What follows belongs to an exercise in optimizing a design on an open flow for small area and a short achievable clock period; a production flow would make more cautious choices. Where RTL was checked, it was by simulation tests only, not by an equivalence proof against the original. For runs 1 to 3, only the layout was checked, not whether the RTL still works. Power is estimated from default activity; no workload was simulated.

==> design/flow/design.v <==
`timescale 1ns / 1ps
module pcpu(
    input clock,
    input enable,
    input reset,
    input start,
    input [15:0] i_datain,
    input [15:0] d_datain,
    output [7:0] i_addr,
    output [7:0] d_addr,
    output d_we,
    output [15:0] d_dataout
    );
    reg state;
    wire run = (state == 1'b1);
    reg w_halt;
    always @(posedge clock)
        if (reset)
            state <= 1'b0;
        else if (!run)
            state <= enable & start;
        else
            state <= enable & ~w_halt;
    reg [15:0] gr[0:7];
    reg [15:0] wdata;
    reg w_we;
    reg [2:0] w_dst;
    genvar g;
    generate
        for (g = 0; g < 8; g = g + 1) begin : rf
            always @(posedge clock)
                if (reset | (run & w_we & (w_dst == g)))
                    gr[g] <= wdata;
        end
    endgenerate
    reg [7:0] pc;
    reg [4:0] id_op;
    reg [10:0] id_f;
    reg [15:0] mem_c;
    wire taken;
    always @(posedge clock or posedge reset)
        if (reset) begin
            pc <= 8'b0;
            id_op <= 5'b0_0000;
        end else if (run) begin
            pc <= taken ? mem_c[7:0] : pc + 8'd1;
            id_op <= i_datain[15:11];
        end
    wire [4:0] f_op = i_datain[15:11];
    wire f_r1 = (f_op == 5'b1_0000) | (f_op == 5'b1_0011) | (f_op == 5'b0_1001) | (f_op == 5'b0_1011)
              | (f_op == 5'b1_1001) | (f_op[4:3] == 2'b11 && f_op[2:1] != 2'b00);
    wire f_store = (f_op == 5'b0_0011);
    reg [2:0] id_sa, id_sq;
    always @(posedge clock)
        if (run) begin
            id_f <= i_datain[10:0];
            id_sa <= f_r1 ? i_datain[10:8] : i_datain[6:4];
            id_sq <= f_store ? i_datain[10:8] : i_datain[2:0];
        end
    wire [4:0] op = id_op;
    wire [2:0] r1 = id_f[10:8];
    wire [7:0] imm = id_f[7:0];
    wire d_jump  = (op == 5'b1_1000);
    wire d_store = (op == 5'b0_0011);
    wire d_load  = (op == 5'b0_0010);
    wire d_shl   = (op == 5'b0_0100) | (op == 5'b0_0101);
    wire d_shr   = (op == 5'b0_0110) | (op == 5'b0_0111);
    wire d_and   = (op == 5'b0_1101);
    wire d_or    = (op == 5'b0_1110);
    wire d_xor   = (op == 5'b0_1111);
    wire d_subc  = (op == 5'b1_0010);
    wire d_addc  = (op == 5'b1_0001);
    wire d_sub   = (op == 5'b0_1010) | (op == 5'b0_1011) | (op == 5'b0_1100) | (op == 5'b1_0011);
    wire d_r3    = (op == 5'b0_1000) | (op == 5'b1_0001) | (op == 5'b0_1010) | (op == 5'b1_0010)
                 | (op == 5'b0_1100) | (op == 5'b0_1101) | (op == 5'b0_1110) | (op == 5'b0_1111);
    wire d_hi    = (op == 5'b1_0000) | (op == 5'b1_0011);
    wire d_v3    = d_load | d_store | d_shl | d_shr;
    wire d_fl    = d_shl | d_shr | d_and | d_or | d_xor | d_sub | d_subc | d_addc
                 | (op == 5'b0_1000) | (op == 5'b0_1001) | (op == 5'b1_0000);
    wire d_br    = (op[4:3] == 2'b11);
    wire d_halt  = (op == 5'b0_0001);
    wire [2:0] d_kind = d_load ? 3'd3 : d_store ? 3'd4 : d_br ? 3'd5 : d_halt ? 3'd6
                      : (op == 5'b0_1100) ? 3'd2 : d_fl ? 3'd1 : 3'd0;
    reg [15:0] port_a, port_q;
    integer r;
    always @(*) begin
        port_a = 16'b0;
        port_q = 16'b0;
        for (r = 0; r < 8; r = r + 1) begin
            port_a = port_a | (gr[r] & {16{id_sa == r}});
            port_q = port_q | (gr[r] & {16{id_sq == r}});
        end
    end
    wire [15:0] rev_a;
    genvar k;
    generate
        for (k = 0; k < 16; k = k + 1) begin : rv
            assign rev_a[k] = port_a[15 - k];
        end
    endgenerate
    wire [15:0] a_next;
    assign a_next[15:8] = d_shl ? rev_a[15:8] : d_store ? port_q[7:0] : port_a[15:8];
    assign a_next[7:0]  = d_jump ? 8'b0 : d_shl ? rev_a[7:0] : port_a[7:0];
    wire [15:0] b_val;
    assign b_val[3:0]  = d_r3 ? port_q[3:0] : d_hi ? 4'b0 : imm[3:0];
    assign b_val[7:4]  = d_r3 ? port_q[7:4] : (d_hi | d_v3) ? 4'b0 : imm[7:4];
    assign b_val[15:8] = (d_r3 | d_store) ? port_q[15:8] : d_hi ? imm : 8'b0;
    wire d_neg = d_sub | d_subc;
    reg [15:0] ex_a, ex_b;
    reg ex_sg, ex_sp, ex_shl, ex_shr, ex_ca, ex_cb;
    reg [2:0] ex_dst;
    reg [2:0] ex_k;
    always @(posedge clock)
        if (run) begin
            ex_a <= a_next;
            ex_b <= d_neg ? ~b_val : b_val;
            ex_sg <= d_and | d_or;
            ex_sp <= d_xor | d_or;
            ex_shl <= d_shl;
            ex_shr <= d_shr;
            ex_ca <= d_addc | d_subc;
            ex_cb <= d_neg;
            ex_dst <= d_br ? op[2:0] : r1;
        end
    always @(posedge clock or posedge reset)
        if (reset) begin
            ex_k <= 3'd0;
        end else if (run) begin
            ex_k <= d_kind;
        end
    reg zf, nf, cf;
    wire ex_fl = (ex_k == 3'd1) | (ex_k == 3'd2);
    wire ex_st = (ex_k == 3'd4);
    wire ex_add = ~(ex_sg | ex_sp | ex_shl | ex_shr);
    wire [15:0] ex_g = ex_a & ex_b;
    wire [15:0] ex_p = ex_a ^ ex_b;
    wire cin = ex_ca ? (cf ^ ex_cb) : ex_cb;
    wire [17:0] sum18 = {1'b0, ex_a, 1'b1} + {1'b0, ex_b, cin};
    wire [15:0] sum = sum18[16:1];
    wire cout = sum18[17];
    wire [16:0] sh = {ex_a, cf} >> ex_b[3:0];
    reg [15:0] alu;
    integer j;
    always @(*)
        for (j = 0; j < 16; j = j + 1)
            alu[j] = (ex_add & sum[j])
                   | (ex_sg & ex_g[j])
                   | (ex_sp & ex_p[j])
                   | (ex_shl & sh[16 - j])
                   | (ex_shr & sh[j + 1]);
    wire cf_next = (ex_add & (cout ^ ex_cb)) | ((ex_shl | ex_shr) & sh[0]);
    reg [7:0] smdr1;
    reg [2:0] m_dst;
    reg dw;
    reg [2:0] m_k;
    always @(posedge clock)
        if (run) begin
            mem_c[7:0] <= alu[7:0];
            mem_c[15:8] <= ex_st ? ex_b[15:8] : alu[15:8];
            smdr1 <= ex_a[15:8];
            m_dst <= ex_dst;
        end
    always @(posedge clock or posedge reset)
        if (reset) begin
            cf <= 1'b0;
            dw <= 1'b0;
            m_k <= 3'd0;
        end else if (run) begin
            if (ex_fl)
                cf <= cf_next;
            dw <= ex_st;
            m_k <= ex_k;
        end
    wire m_fl = (m_k == 3'd1) | (m_k == 3'd2);
    wire m_we = (m_k == 3'd1) | (m_k == 3'd3);
    wire m_ld = (m_k == 3'd3);
    wire m_br = (m_k == 3'd5);
    wire m_halt = (m_k == 3'd6);
    wire flag = m_dst[2] ? (m_dst[1] ? cf : nf) : zf;
    assign taken = m_br & ((m_dst[2:1] == 2'b00) | (flag ^ m_dst[0]));
    assign i_addr = pc;
    assign d_addr = mem_c[7:0];
    assign d_we = dw;
    assign d_dataout = {mem_c[15:8], smdr1};
    always @(posedge clock or posedge reset)
        if (reset) begin
            zf <= 1'b0;
            nf <= 1'b0;
            wdata <= 16'b0;
            w_halt <= 1'b0;
            w_we <= 1'b0;
        end else if (run) begin
            if (m_fl) begin
                zf <= (mem_c == 16'b0);
                nf <= mem_c[15];
            end
            wdata <= m_ld ? d_datain : mem_c;
            w_halt <= m_halt;
            w_we <= m_we;
        end
    always @(posedge clock)
        if (run)
            w_dst <= m_dst;
endmodule
==> design/flow/flow/run.sh <==
#!/bin/bash
# The standard layout, with the port buffers made of buf_2 cells instead of the
# resizer's default pick; each tool's output is in flow.log here.
set -euo pipefail
bash standard.sh BUFFER_PORTS_ARGS="-buffer_cell sky130_fd_sc_hd__buf_2" finish > flow.log 2>&1
==> design/flow/standard.sh <==
#!/bin/bash
# synth_recipe.tcl (not shown) runs the flow's synth.tcl, then flattens the netlist and writes it again
# the make line also repeats each setting of config.mk as NAME=value (left out here)
make -C /OpenROAD-flow-scripts/flow DESIGN_CONFIG=/design/flow/config.mk WORK_HOME=/design/flow/orfs CLKGATE_MAP_FILE= SYNTH_SCRIPT=/design/flow/synth_recipe.tcl "${@:-finish}"
==> design/flow/config.mk <==
export PLATFORM = sky130hd
export DESIGN_NAME = pcpu
export DESIGN_NICKNAME = pcpu
export VERILOG_FILES = /design/flow/design.v
export SDC_FILE = /design/flow/constraint.sdc
export NUM_CORES = 4
export LEC_CHECK = 0
export ABC_AREA = 1
export CAP_MARGIN = 0
export CORE_MARGIN = 2
export CORE_UTILIZATION = 40
export CTS_CLUSTER_DIAMETER = 100
export CTS_CLUSTER_SIZE = 20
export SETUP_SLACK_MARGIN = 2.9
export SLEW_MARGIN = 0
==> design/flow/constraint.sdc <==
create_clock -name core_clock -period 5.0 [get_ports {clock}]
set_input_delay 1.0000 -clock core_clock [delete_from_list [all_inputs] [get_ports {clock}]]
set_output_delay 1.0000 -clock core_clock [all_outputs]
set_load 0.01 [all_outputs]
==> results of run 1 <==
## state kept, by name, indices dropped and copies added, names as in the netlist, 3 cells and up
register and cells:
gr 128, ex_a 16, ex_b 16, mem_c 16, wdata 16, id_f 11, pc 8, smdr1 8
id_op 5, ex_dst 3, ex_k 3, id_sa 3, id_sq 3, m_dst 3, m_k 3, w_dst 3
## layout by cell type (no fill, tap or decap), drive strengths merged, types with 2 or more instances in the layout
master	netlist	layout
nand3b	5	5
dfrtp	41	41
o21bai	2	2
edfxtp	216	216
xor2	11	11
o21ai	115	115
ha	17	17
nor2	161	161
a21oi	57	57
buf	31	204
nand4	20	20
clkinvlp	0	6
nand2	320	320
o211ai	16	16
clkinv	3	4
clkbuf	18	26
nand3	168	169
o2111ai	3	3
a211oi	8	8
a31oi	5	5
nor4	5	5
o221ai	3	3
o2bb2ai	4	4
xnor2	3	3
inv	227	224
o21a	2	2
a221oi	5	5
nor3	11	11
o22ai	81	81
## power groups by stage
stage	sequential [uW]	clock, uW	combinational [uW]
floorplan	2930	0	835
global placement	3040	0	1170
detailed placement	3050	0	1180
CTS	2950	1450	1330
global route	2990	1520	1670
finish	2960	1430	1510
## cells by family after synthesis
| family | synth area share (%) |
|---|---|
| simple gates | 21.7 |
| compound gates | 13.1 |
| buf+inv | 8.00 |
| flops | 54.6 |
| fa+ha+maj | 1.69 |
| xor+xnor | 0.888 |
| mux | 0.0816 |
## metal layers
layer  GRT usage, %  share of wire (%)  up-vias
li1               -                  -     5761
met1           35.1                 42     5919
met2           40.5                 45      659
met3           3.65                8.9      141
met4           10.8                4.7        0
met5              0                  0        -
## worst paths after layout
| path | start | end | cells after the start |
|---|---|---|---|
| worst min-delay path | ex_dst[1]$_DFFE_PP_ | m_dst[1]$_DFFE_PP_ | 0 |
| worst max-delay path | mem_c[15]$_DFFE_PP_ | d_dataout[15] | 1 |
| min in group asynchronous | reset | pc[2]$_DFFE_PP0P_ | 2 |
| max in group asynchronous | reset | id_op[1]$_DFFE_PP0P_ | 2 |
| worst max register to register | ex_cb$_DFFE_PP_ | mem_c[3]$_DFFE_PP_ | 14 |
| worst min register to register | ex_dst[1]$_DFFE_PP_ | m_dst[1]$_DFFE_PP_ | 0 |
## cell type report
type | count | area (sq um) | share of cell area (%)
repair buffers | 204 | 1560 | 9.20
well taps | 455 | 569 | 3.37
flip-flops and latches | 258 | 7540 | 44.6
clock buffers | 26 | 459 | 2.72
inverters | 230 | 913 | 5.40
clock inverters | 4 | 36.3 | 0.215
multi-input cells | 1033 | 5830 | 34.5
## stage by stage
| stage | worst slack, ns | util [%] | hold WS [ns] | power, uW |
|---|---|---|---|---|
| finish | 2.76 | 49.3 | 0.418 | 5900 |
| global route | 2.69 | 49.3 | 0.429 | 6180 |
| CTS | 2.74 | 46.5 | 0.419 | 5740 |
| detailed placement | 2.10 | 42.6 | 0.405 | 4230 |
| global placement | 2.14 | 42.6 | 0.404 | 4210 |
| floorplan | 2.69 | - | 0.400 | 3760 |
## repair_timing
action                                  4_1_cts  5_1_grt
pin swaps                                    10       43
hold buffers                                  0        0
cloned                                        0        1
endpoints found under the setup margin      212      113
buffers inserted                             72       59
gates resized for setup                      53      112
==> impl_results.md, run 1 <==
- Vias in the first global route: 11859
- First-pass GRT wire length: 69600 microns
- Drt total wl: 47200 microns
- Pint: 3920 uW
- Longest Clk Path Bufs: 3
- Data required time of the worst path: 4.00 ns
- Mapped Avg Cell Area: 8.80 sq um
- Synthesized Nets: 1623
- Seq/Total Area, Yosys: 54.6%
- Largest cells by area after synthesis: edfxtp_1, nand2_1, dfrtp_1
- # port buffers: 68
- Setup Skew: 0.0160 ns
- CP endpoint kind: primary output
- Register share of total power: 50.2%
- Fin crit share: 44.9%
- Crit-path leading delay family: flip-flops
- Remaining DRCs: 0
- Core area: 34300 sq um
- Via count: 12480
- Gp weighted congestion: 0.929
- CP max FO: 2
- Die Width: 190 microns
- EDFF count, synth: 216
- Unrepaired setup endpoints after global routing: yes
- Fillers: 3204
- Clock insertion delay at the later pin of the skew report: 0.52 ns
- # clock sinks: 258
- Yosys cell types: 53
- Antenna Cells: 0
- Initial core utilization: 40.3%
- Switching share of power: 33.5%
- Hold crit path type: flop to flop
- Max Fclk: 446 MHz
- R2R Setup Slk: 2.81 ns
- Antenna Nets Post-Route: 0
- CP startpoint kind: flop
- Final setup vio count: 0
- Warnings, synthesis: 2
- Filler-free cell count of the finished design: 2210
- Top_reg_cell synth: edfxtp_1
- Synth Register Bits: 258
- Layout cells sized above 1: 20.6%
- Ys async rst share: 15.9%
- Layout area overhead: 22.4%
- Gate power share: 25.6%
- Synth top area share: 47.0%
- WP data arrival: 1.24 ns
- Gr ovfl total: 0
- Maxcap violations: 0
- Slowest CP cell: edfxtp_1
- Crit Path Category: flop to primary output
- Ports: 69
- Placed instance area: 14600 sq um
- DRT Pass-1 Iters: 7
- Final worst path period need: 2.24 ns
- Pleak: 0.00716 uW
- Max incr delay on CP: 0.54 ns
- Hold Vio Cnt, Final: 0
- Largest area contributor in the netlist: edfxtp_1
- Clock power frac: 24.2%
- Switching Power: 1980 uW
- Htree depth: 1
- Initial antenna violation count: 0
- Post-synth top cells: nand2_1, edfxtp_1, inv_1, nand3_1, nor2_1
- Peak VDD IR: 0.238 mV
- Most frequent cell after synthesis: nand2_1
- Routed vias/inst: 5.65
- Placed Cells: 2048
- Inserted Clock Buffers: 17
- Dpl hpwl: 30900 microns
- Worst slew pin tran: 0.770 ns
- Status: no timing/DRC/antenna violations
- Nets: 1798
- Area of the mapped netlist: 13800 sq um
- Slew Limit Headroom: 48.5%
- CTS tree: yes
- Power Density: 349 nW/um^2
- Final Cell Area: 16900 sq um
- Pins Over Slew Limit: 0
- Worst Path Buf+Inv: 1
- Synth Instances: 1569
- Setup TNS: 0 ns
- Root Buffer: clkbuf_16
- Worst-path cell chain: buf_6
- GRT Total Usage: 25.5%
- Row Count: 68
- Die Y: 190 microns
- Largest net degree at the start of global routing: 77
- Worst-path clk slew: 0.09 ns
- DR iter-0 viols: 1435
- Die ar.: 36000 sq um
- Wire per inst: 21.4 microns
==> run 2, diff against run 1 <==
--- a/design/flow/config.mk
+++ b/design/flow/config.mk
@@ -13,3 +13,3 @@
 export CTS_CLUSTER_SIZE = 20
-export SETUP_SLACK_MARGIN = 2.9
+export SETUP_SLACK_MARGIN = 2.72
 export SLEW_MARGIN = 0
==> impl_results.md, run 2 <==
- Status: no timing/DRC/antenna violations
- Setup Skew: 0.0285 ns
- Largest net degree at the start of global routing: 60
- Crit Path Category: flop to flop
- Ys async rst share: 15.9%
- Row Count: 68
- Layout cells sized above 1: 14.8%
- Commonest non-fill, non-tap cell in the layout: nand2_1
- Max FFs per register: 128
- WHS Endpoint: m_dst[0]$_DFFE_PP_
- Ports: 69
- Most flops, register: gr
- CP startpoint kind: flop
- R2R Setup Slk: 2.69 ns
- Top_reg_cell synth: edfxtp_1
- Setup TNS: 0 ns
- Hold path startpoint: ex_dst[0]$_DFFE_PP_
- Worst slew pin tran: 0.764 ns
- Filler-free cell count of the finished design: 2132
- Antenna Nets Post-Route: 0
- Hold Vio Cnt, Final: 0
- Vias in the first global route: 11172
- Maxcap violations: 0
- Synthesized Nets: 1623
- Mapped Avg Cell Area: 8.80 sq um
- # port buffers: 68
- Unrepaired setup endpoints after global routing: yes
- Root Buffer: clkbuf_16
- Final Cell Area: 16000 sq um
- Initial antenna violation count: 0
- Synth Register Bits: 258
- WHS Path Cells: 0
- Pins Over Slew Limit: 0
- CTS tree: yes
- Final worst setup slack: 2.69 ns
- Cts hold-fix bufs: 0
- Hold crit path type: flop to flop
- CP max FO: 11
- Peak VDD IR: 0.214 mV
- Nets: 1724
- R2r endpoint: ex_b[15]$_DFFE_PP_
- FF-to-FF path depth: 11
- Power Density: 363 nW/um^2
- Synth Instances: 1569
- Longest Clk Path Bufs: 3
- # clock sinks: 258
- Antenna Cells: 0
- Slew Limit Headroom: 49.0%
- GRT Total Usage: 24.9%
- Max Fclk: 433 MHz
- Seq/Total Area, Yosys: 54.6%
- Gr ovfl total: 0
- Largest area contributor in the netlist: edfxtp_1
- EDFF count, synth: 216
- Post-synth top cells: nand2_1, edfxtp_1, inv_1, nand3_1, nor2_1
- Gate power share: 23.0%
- Most frequent cell after synthesis: nand2_1
- Clock power frac: 25.6%
- Critical R2R Launch: id_sq[2]$_DFFE_PP_
- Warnings, synthesis: 2
- Die Width: 190 microns
- Pint: 3880 uW
- CP endpoint kind: flop
- Placed Cells: 2047
- WP data arrival: 2.59 ns
- First-pass GRT wire length: 67600 microns
- Register share of total power: 51.3%
- Initial core utilization: 40.3%
- Fillers: 3242
- Remaining DRCs: 0
- Wire per inst: 21.4 microns
- Yosys cell types: 53
- Inserted Clock Buffers: 18
- Via count: 12044
- Layout area overhead: 15.9%
- Switching share of power: 33.2%
- Die ar.: 36000 sq um
- Largest cells by area after synthesis: edfxtp_1, nand2_1, dfrtp_1
- DRT Pass-1 Iters: 6
- Clock insertion delay at the later pin of the skew report: 0.52 ns
- DP Worst Slack: 2.12 ns
- Routed vias/inst: 5.65
- Drt total wl: 45600 microns
- Commonest non-fill, non-tap cells in the layout: nand2_1, edfxtp_1, inv_1, nand3_1, nor2_1
- Placed instance area: 14600 sq um
- Switching Power: 1930 uW
- Gp weighted congestion: 0.925
- Fin crit share: 46.2%
- Final setup vio count: 0
- DR iter-0 viols: 1369
- Worst-path cell chain: inv_2 -> nand3_1 -> buf_6 -> clkinvlp_4 -> buf_4 -> a21oi_1 -> nand3_1 -> nand2_1 -> inv_2 -> o21ai_1 -> nand2_1
- Slowest CP cell: edfxtp_1
- Max incr delay on CP: 0.52 ns
- Die Y: 190 microns
- Pleak: 0.00678 uW
- Data required time of the worst path: 5.28 ns
- Area of the mapped netlist: 13800 sq um
- Dpl hpwl: 31200 microns
- Hold Slack: 0.422 ns
- Synth top area share: 47.0%
- Htree depth: 1
- Final worst path period need: 2.31 ns
- Core area: 34300 sq um
- Worst-path clk slew: 0.10 ns
-- run 2: changes by cell type in the layout (fill, tap and decap cells not counted), sizes merged --
cell    previous run  this run
clkbuf            26        24
inv              224       225
buf              204       129
clkinv             4         3
nand3            169       168
-- run 2: cell families after synthesis --
kind of cell    synth area share, %
compound gates                 13.1
xor+xnor                      0.888
fa+ha+maj                      1.69
buf+inv                        8.00
flops                          54.6
mux                          0.0816
simple gates                   21.7
-- run 2: layer usage --
layer | track usage [%] | wire length, microns | vias up
met2 | 38.9 | 20200 | 646
met1 | 35.0 | 19400 | 5666
li1 | - | - | 5617
met4 | 9.51 | 1820 | 0
met5 | 0 | 0 | -
met3 | 4.02 | 4280 | 115
-- run 2: stage by stage --
stage,power (uW),util [%]
after floorplan,3760,-
after global placement,4210,42.5
after CTS,5730,45.0
after detailed placement,4230,42.5
final,5810,46.6
after global routing,6100,46.6
-- run 2: final cells by class --
class	count	area (sq um)	area share (%)
Tap cell	455	569	3.56
Clock inverter	3	48.8	0.305
Inverter	230	896	5.60
Timing Repair inverter	1	5.00	0.0313
Timing Repair Buffer	129	925	5.78
Sequential cell	258	7540	47.1
Multi-Input combinational cell	1032	5520	34.5
Clock buffer	24	494	3.09
-- run 2: worst max-delay path: cells and delay by family (launching register included) --
family	cells	cell delay, ns
buf+inv	5	0.81
simple gates	4	0.53
flops	1	0.52
compound gates	2	0.23
-- run 2: worst max path at each step --
| stage | startpoint | to | cells past startpoint |
|---|---|---|---|
| CTS | ex_cb$_DFFE_PP_ | mem_c[9]$_DFFE_PP_ | 17 |
| detailed placement | ex_b[0]$_DFFE_PP_ | mem_c[9]$_DFFE_PP_ | 14 |
| finish | id_sq[2]$_DFFE_PP_ | ex_b[15]$_DFFE_PP_ | 11 |
| global placement | ex_b[0]$_DFFE_PP_ | mem_c[9]$_DFFE_PP_ | 14 |
| global route | id_sq[2]$_DFFE_PP_ | ex_b[9]$_DFFE_PP_ | 11 |
| floorplan | state$_SDFF_PP0_ | gr[0][0]$_DFFE_PP_ | 3 |
-- run 2: timing repair --
item / CTS / global route
gates cloned: 1 / 0
pin swaps: 5 / 6
setup endpoints to repair: 183 / 112
gates resized for setup: 22 / 57
setup buffers: 17 / 40
-- run 2: power groups by stage --
stage,sequential [uW],combinational (uW),clock [uW]
2_1_floorplan,2930,833,0
3_3_place_gp,3040,1180,0
3_5_place_dp,3050,1180,0
4_1_cts,2980,1240,1510
5_1_grt,3020,1490,1590
6_report,2980,1340,1490
==> run 3, diff against run 2 <==
--- a/design/flow/design.v
+++ b/design/flow/design.v
@@ -89,3 +89,3 @@
         for (r = 0; r < 8; r = r + 1) begin
-            port_a = port_a | (gr[r] & {16{id_sa == r}});
+            port_a = port_a | (gr[r] & {16{(id_sa == r) & ~d_jump}});
             port_q = port_q | (gr[r] & {16{id_sq == r}});
@@ -102,3 +102,3 @@
     assign a_next[15:8] = d_shl ? rev_a[15:8] : d_store ? port_q[7:0] : port_a[15:8];
-    assign a_next[7:0]  = d_jump ? 8'b0 : d_shl ? rev_a[7:0] : port_a[7:0];
+    assign a_next[7:0]  = d_shl ? rev_a[7:0] : port_a[7:0];
     wire [15:0] b_val;
--- a/design/flow/config.mk
+++ b/design/flow/config.mk
@@ -13,3 +13,3 @@
 export CTS_CLUSTER_SIZE = 20
-export SETUP_SLACK_MARGIN = 2.72
+export SETUP_SLACK_MARGIN = 2.8
 export SLEW_MARGIN = 0
==> impl_results.md, run 3 <==
- GRT Total Usage: 25.5%
- Largest net degree at the start of global routing: 75
- Top_reg_cell synth: edfxtp_1
- Hold Slack: 0.427 ns
- Final Cell Area: 16400 sq um
- CP startpoint kind: flop
- Remaining DRCs: 0
- Initial antenna violation count: 0
- Antenna Nets Post-Route: 0
- Die Y: 190 microns
- Unrepaired setup endpoints after global routing: yes
- Routed vias/inst: 5.64
- Seq/Total Area, Yosys: 54.2%
- Ys async rst share: 15.9%
- CTS tree: yes
- Initial core utilization: 40.5%
- Commonest non-fill, non-tap cells in the layout: nand2_1, edfxtp_1, nand3_1, inv_1, nor2_1
- Synth top area share: 46.6%
- R2r endpoint: ex_b[0]$_DFFE_PP_
- First-pass GRT wire length: 69600 microns
- Row Count: 68
- Status: no timing/DRC/antenna violations
- Wire per inst: 21.6 microns
- Hold path startpoint: ex_dst[1]$_DFFE_PP_
- Synthesized Nets: 1664
- Slowest CP cell: edfxtp_1
- Die ar.: 36300 sq um
- Htree depth: 1
- Most frequent cell after synthesis: nand2_1
- Most flops, register: gr
- Maxcap violations: 0
- Metal-1 WL: 20500 microns
- EDFF count, synth: 216
- Synth Register Bits: 258
- Met3 WL: 4030 microns
- Via count: 12418
- Vias in the first global route: 11370
- Nets: 1791
- Setup Skew: 0.0264 ns
- Gr ovfl total: 0
- Worst-path clk slew: 0.08 ns
- Dpl hpwl: 32800 microns
- WHS Endpoint: m_dst[1]$_DFFE_PP_
- Placed instance area: 14700 sq um
- Peak VDD IR: 0.232 mV
- Final worst path period need: 2.25 ns
- Crit-path leading delay family: flip-flops
- Worst Path Buf+Inv: 1
- Setup TNS: 0 ns
- Power Density: 359 nW/um^2
- # port buffers: 68
- Warnings, synthesis: 2
- FF-to-FF path depth: 12
- Max FFs per register: 128
- Total design power: 5900 uW
- Yosys cell types: 46
- Data required time of the worst path: 4.00 ns
- Critical R2R Launch: id_sq[1]$_DFFE_PP_
- Mapped Avg Cell Area: 8.64 sq um
- Synth Instances: 1610
- Largest area contributor in the netlist: edfxtp_1
- Final setup vio count: 0
- Pins Over Slew Limit: 0
- CP endpoint kind: primary output
- WHS Path Cells: 0
- Die Width: 190 microns
- Crit Path Category: flop to primary output
- Cts hold-fix bufs: 0
- Largest cells by area after synthesis: edfxtp_1, nand2_1, dfrtp_1
- Layout area overhead: 18.1%
- Gp weighted congestion: 0.948
- Hold crit path type: flop to flop
- Top Layer Used: met4
- Max Fclk: 444 MHz
- Clock insertion delay at the later pin of the skew report: 0.53 ns
- WP data arrival: 1.25 ns
- DRT Pass-1 Iters: 6
- Worst-path cell chain: buf_2
- Final worst setup slack: 2.75 ns
- Core area: 34400 sq um
- Commonest non-fill, non-tap cell in the layout: nand2_1
- Longest Clk Path Bufs: 3
- Max incr delay on CP: 0.53 ns
- R2R Setup Slk: 2.78 ns
- DR iter-0 viols: 1416
- # clock sinks: 258
- Met2 WL: 21300 microns
- Root Buffer: clkbuf_16
- Antenna Cells: 0
- Drt total wl: 47500 microns
- Fin crit share: 45.0%
- DP Worst Slack: 2.39 ns
- Hold Vio Cnt, Final: 0
- Slew Limit Headroom: 56.9%
- Area of the mapped netlist: 13900 sq um
- Layout cells sized above 1: 16.7%
- Inserted Clock Buffers: 17
- CP max FO: 2
- Worst slew pin tran: 0.647 ns
- Ports: 69
- Post-synth top cells: nand2_1, edfxtp_1, nand3_1, inv_1, nor2_1
- Pleak: 0.00700 uW
## run 3: cell types whose count changed after synthesis, moves of 12 or more
cell and delta:
clkbuf_1 +13, inv_1 -22, nand2_1 +71, nand3_1 +31, nor2_1 -12, o21ai_0 -16
## run 3: area by class of cell
type,count,area (sq um)
clock inverter,4,37.5
sequential,258,7540
timing repair inverter,1,7.51
tap,455,569
multi-input combinational,1096,5780
timing repair buffer,160,1250
inverter,203,792
fill,3277,17900
clock buffer,23,448
## run 3: through the flow
step | instances | utilization (%)
detailed placement | 2086 | 42.8
finish | 2200 | 47.8
CTS | 2151 | 46.0
global placement | 2086 | 42.8
global route | 2200 | 47.8
floorplan | 1610 | -
## run 3: cell families (layout without fill, tap and decap cells)
| family | Yosys count | after routing | synth area share (%) |
|---|---|---|---|
| AND/OR/NAND/NOR | 776 | 777 | 23.8 |
| AO/OA/AOI/OAI | 290 | 290 | 12.2 |
| XOR/XNOR | 10 | 10 | 0.630 |
| flip-flops | 258 | 258 | 54.2 |
| buffers and inverters | 257 | 391 | 7.48 |
| multiplexers | 1 | 1 | 0.0810 |
| adder cells (fa/ha/maj) | 18 | 18 | 1.67 |
## run 3: where the power goes
group	internal (uW)	switching (uW)	leakage, uW	total, uW
sequential	2740	305	0.00261	3040
combinational	520	947	0.00415	1470
clock	642	753	0.000238	1400
## run 3: repair_timing
item                       CTS  global route
pin swaps                    9            15
buffers inserted            37            47
gates cloned                 1             2
setup endpoints to repair  199           116
resized for setup           56            56
## run 3: worst max path at each step
stage	slack, ns	end	cells after the start	from
2_1_floorplan	2.68	gr[0][0]$_DFFE_PP_	3	state$_SDFF_PP0_
3_3_place_gp	2.43	ex_a[15]$_DFFE_PP_	11	id_op[1]$_DFFE_PP0P_
3_5_place_dp	2.39	ex_a[15]$_DFFE_PP_	11	id_op[1]$_DFFE_PP0P_
4_1_cts	2.76	d_addr[1]	1	mem_c[1]$_DFFE_PP_
5_1_grt	2.68	mem_c[9]$_DFFE_PP_	17	ex_cb$_DFFE_PP_
6_report	2.75	d_addr[1]	1	mem_c[1]$_DFFE_PP_
## run 3: metal layers
| layer | up-vias | GRT usage [%] |
|---|---|---|
| met5 | - | 0 |
| met4 | 0 | 7.84 |
| met3 | 102 | 3.66 |
| met2 | 649 | 39.9 |
| met1 | 5901 | 36.6 |
| li1 | 5766 | - |
==> run 4, diff against run 3 <==
--- a/design/flow/design.v
+++ b/design/flow/design.v
@@ -89,3 +89,3 @@
         for (r = 0; r < 8; r = r + 1) begin
-            port_a = port_a | (gr[r] & {16{(id_sa == r) & ~d_jump}});
+            port_a = port_a | (gr[r] & {16{id_sa == r}});
             port_q = port_q | (gr[r] & {16{id_sq == r}});
@@ -102,3 +102,3 @@
     assign a_next[15:8] = d_shl ? rev_a[15:8] : d_store ? port_q[7:0] : port_a[15:8];
-    assign a_next[7:0]  = d_shl ? rev_a[7:0] : port_a[7:0];
+    assign a_next[7:0]  = d_jump ? 8'b0 : d_shl ? rev_a[7:0] : port_a[7:0];
     wire [15:0] b_val;
@@ -109,3 +109,3 @@
     reg [15:0] ex_a, ex_b;
-    reg ex_sg, ex_sp, ex_shl, ex_shr, ex_ca, ex_cb;
+    reg ex_and, ex_or, ex_xor, ex_shl, ex_shr, ex_ca, ex_cb;
     reg [2:0] ex_dst;
@@ -116,4 +116,5 @@
             ex_b <= d_neg ? ~b_val : b_val;
-            ex_sg <= d_and | d_or;
-            ex_sp <= d_xor | d_or;
+            ex_and <= d_and;
+            ex_or <= d_or;
+            ex_xor <= d_xor;
             ex_shl <= d_shl;
@@ -133,5 +134,3 @@
     wire ex_st = (ex_k == 3'd4);
-    wire ex_add = ~(ex_sg | ex_sp | ex_shl | ex_shr);
-    wire [15:0] ex_g = ex_a & ex_b;
-    wire [15:0] ex_p = ex_a ^ ex_b;
+    wire ex_add = ~(ex_and | ex_or | ex_xor | ex_shl | ex_shr);
     wire cin = ex_ca ? (cf ^ ex_cb) : ex_cb;
@@ -146,4 +145,5 @@
             alu[j] = (ex_add & sum[j])
-                   | (ex_sg & ex_g[j])
-                   | (ex_sp & ex_p[j])
+                   | (ex_and & (ex_a[j] & ex_b[j]))
+                   | (ex_or  & (ex_a[j] | ex_b[j]))
+                   | (ex_xor & (ex_a[j] ^ ex_b[j]))
                    | (ex_shl & sh[16 - j])
==> design/flow/flow/run.sh (replaced) <==
#!/bin/bash
# The standard layout, with the port buffers made of buf_4 cells instead of the
# resizer's default pick; each tool's output is in flow.log here.
set -euo pipefail
bash standard.sh BUFFER_PORTS_ARGS="-buffer_cell sky130_fd_sc_hd__buf_4" finish > flow.log 2>&1
==> impl_results.md, run 4 <==
- Vias in the first global route: 11759
- Die Y: 191 microns
- Slowest CP cell: edfxtp_1
- First-pass GRT wire length: 70900 microns
- Status: no timing/DRC/antenna violations
- Max incr delay on CP: 0.40 ns
- Dpl hpwl: 31900 microns
- Ys async rst share: 15.8%
- R2r endpoint: cf$_DFFE_PP0P_
- DR iter-0 viols: 1512
- Antenna Nets Post-Route: 0
- Worst Path Buf+Inv: 15
- Nets: 1780
- Placed Cells: 2044
- DRT Pass-1 Iters: 5
- Maxcap violations: 0
- Via count: 12423
- Row Count: 68
- Crit Path Category: flop to flop
- Fillers: 3308
- Yosys cell types: 49
- Data required time of the worst path: 5.43 ns
- Routed vias/inst: 5.72
- Largest net degree at the start of global routing: 66
- FF-to-FF path depth: 18
- Synth Instances: 1570
- Fin crit share: 45.8%
- Final core area utilization: 49.0%
- Post-synth top cells: nand2_1, inv_1, edfxtp_1, nor2_1, nand3_1
- Peak VDD IR: 0.219 mV
- Pins Over Slew Limit: 0
- Final worst path period need: 2.29 ns
- Area of the mapped netlist: 14000 sq um
- Htree depth: 1
- Setup Skew: 0.0317 ns
- Hold path startpoint: ex_dst[0]$_DFFE_PP_
- Final Cell Area: 16900 sq um
- WP data arrival: 2.71 ns
- EDFF count, synth: 217
- Remaining DRCs: 0
- CP startpoint kind: flop
- Wire per inst: 22.1 microns
- Longest Clk Path Bufs: 3
- Root Buffer: clkbuf_16
- Placed instance area: 15000 sq um
- CP endpoint kind: flop
- Die ar.: 36600 sq um
- Max FFs per register: 128
- Commonest non-fill, non-tap cell in the layout: nand2_1
- Most flops, register: gr
- Unrepaired setup endpoints after global routing: yes
- Critical R2R Launch: ex_cb$_DFFE_PP_
- Warnings, synthesis: 2
- WHS Path Cells: 0
- Initial core utilization: 40.6%
- Drt total wl: 47900 microns
- GRT Total Usage: 25.9%
- WHS Endpoint: m_dst[0]$_DFFE_PP_
- Inserted Clock Buffers: 17
- Antenna Cells: 0
- Setup TNS: 0 ns
- Gr ovfl total: 0
- Filler-free cell count of the finished design: 2171
- Hold Vio Cnt, Final: 0
- Synth top area share: 46.5%
- Clock insertion delay at the later pin of the skew report: 0.52 ns
- Seq/Total Area, Yosys: 53.9%
- Layout cells sized above 1: 18.0%
- Top_reg_cell synth: edfxtp_1
- R2R Setup Slk: 2.71 ns
- Worst-path clk slew: 0.08 ns
- Cts hold-fix bufs: 0
- CTS tree: yes
- # clock sinks: 259
- CP most frequent cell: buf_6
- # port buffers: 68
- Crit-path leading delay family: buffers and inverters
- Commonest non-fill, non-tap cells in the layout: nand2_1, inv_1, edfxtp_1, nor2_1, nand3_1
- Initial antenna violation count: 2
- Largest cells by area after synthesis: edfxtp_1, dfrtp_1, nand2_1
- Hold crit path type: flop to flop
- Synthesized Nets: 1640
- Final setup vio count: 0
- Mapped Avg Cell Area: 8.94 sq um
- Worst slew pin tran: 0.751 ns
- Synth Register Bits: 259
- Largest area contributor in the netlist: edfxtp_1
- Max Fclk: 437 MHz
- Ports: 69
- Layout area overhead: 20.7%
- Most frequent cell after synthesis: nand2_1
- Die Width: 191 microns
- CP max FO: 2
- Slew Limit Headroom: 49.8%
- Core area: 34500 sq um
- Power Density: 346 nW/um^2
- Pleak: 0.00710 uW
- Gp weighted congestion: 0.963
- Worst-path cell chain: inv_2 -> buf_4 -> buf_6 -> buf_6 -> buf_6 -> buf_6 -> buf_6 -> buf_6 -> buf_6 -> buf_6 -> buf_6 -> buf_4 -> buf_6 -> buf_6 -> buf_6 -> nand3_2 -> nand3_2 -> a21boi_1
==> run 4: cell type report <==
type	instances	area (sq um)	share of cell area, %
Clock buffer	22	444	2.62
Clock inverter	3	33.8	0.199
Inverter	249	973	5.75
Multi-Input combinational cell	1010	5800	34.3
Sequential cell	259	7570	44.7
Tap cell	455	569	3.36
Timing Repair Buffer	170	1530	9.01
Timing Repair inverter	3	17.5	0.103
==> run 4: cells by family (layout without fill, tap and decap cells) <==
family | Yosys count | in the layout | share of synthesized area [%]
muxes | 1 | 1 | 0.0803
xor gates and xnor gates | 24 | 24 | 1.50
buffers and inverters | 301 | 447 | 8.42
DFF | 259 | 259 | 53.9
and+or+nand+nor | 626 | 626 | 19.1
adders and majority gates | 34 | 34 | 3.09
AOI/OAI and AO/OA | 325 | 325 | 13.9
==> run 4: worst register-to-register path, stage by stage, from the launching register on <==
cell	delay [ns]
edfxtp_1	0.40
inv_2	0.06
buf_4	0.13
buf_6	0.10
buf_6	0.10
buf_6	0.10
buf_6	0.11
buf_6	0.10
buf_6	0.10
buf_6	0.11
buf_6	0.10
buf_6	0.10
buf_4	0.12
buf_6	0.10
buf_6	0.10
buf_6	0.10
nand3_2	0.06
nand3_2	0.06
a21boi_1	0.14
==> run 4: power by group <==
group,internal [uW],switching (uW),total [uW]
Sequential,2730,268,3000
Combinational,545,942,1490
Clock,638,739,1380
==> run 4: through the flow <==
step | hold slack [ns] | worst slack, ns | power (uW)
after floorplan | 0.400 | 2.66 | 3800
after global placement | 0.404 | 2.09 | 4290
after detailed placement | 0.406 | 2.06 | 4310
after CTS | 0.427 | 2.78 | 5730
after global routing | 0.436 | 2.66 | 6140
final | 0.426 | 2.71 | 5860
==> run 4: worst max path at each step <==
stage / end / start / cells past startpoint / slack (ns)
3_5_place_dp: mem_c[9]$_DFFE_PP_ / ex_b[1]$_DFFE_PP_ / 12 / 2.06
4_1_cts: mem_c[9]$_DFFE_PP_ / ex_cb$_DFFE_PP_ / 17 / 2.78
3_3_place_gp: mem_c[11]$_DFFE_PP_ / ex_b[1]$_DFFE_PP_ / 13 / 2.09
2_1_floorplan: gr[0][0]$_DFFE_PP_ / state$_SDFF_PP0_ / 3 / 2.66
5_1_grt: mem_c[9]$_DFFE_PP_ / ex_cb$_DFFE_PP_ / 17 / 2.66
6_report: cf$_DFFE_PP0P_ / ex_cb$_DFFE_PP_ / 18 / 2.71
==> run 4: routing by layer <==
metal  wire, microns  track usage [%]
met5              24                0
met4            1560             8.93
met3            4330             3.62
met2           21800             40.7
met1           20200             36.6
==> run 4: timing repair <==
item	in CTS	in global routing
gates cloned	3	2
pin swaps	9	22
setup endpoints to repair	208	100
resized for setup	60	83
setup buffers	49	48

## what the ideal ports hide
In the flow no input, the clock included, has a driving cell. The finished layouts below were timed again as built, in two steps.
Step 1 (the two cells are an assumption about what drives the block):
set clk [get_ports {clock}]
set_driving_cell -lib_cell sky130_fd_sc_hd__clkbuf_16 $clk
set_driving_cell -lib_cell sky130_fd_sc_hd__buf_2 [delete_from_list [all_inputs] $clk]
Step 2 adds t to the input delays and takes it off the output delays; t is the mean of the earliest and latest rising clock arrival at the registers after step 1. Input paths then give back, and output paths get back, about the clock's delay inside the block.
Three values: no drivers, after step 1, after step 2; two values: the first two.
run | t, ns | setup slack, ns | worst data-port slew with drivers (ns) | cell pins on the clock port's net
run 1 | 0.570 | 2.757 / 2.700 / 2.574 | 0.05 | 1
run 2 | 0.562 | 2.691 / 2.685 / 2.609 | 0.04 | 1
run 3 | 0.563 | 2.748 / 2.699 / 2.693 | 0.04 | 1
run 4 | 0.559 | 2.712 / 2.712 / 2.650 | 0.05 | 1
After both steps every run listed still meets setup and hold. The setup slack of run 1, which loses most, moves by -0.057 ns with the drivers and by -0.183 ns with both steps.
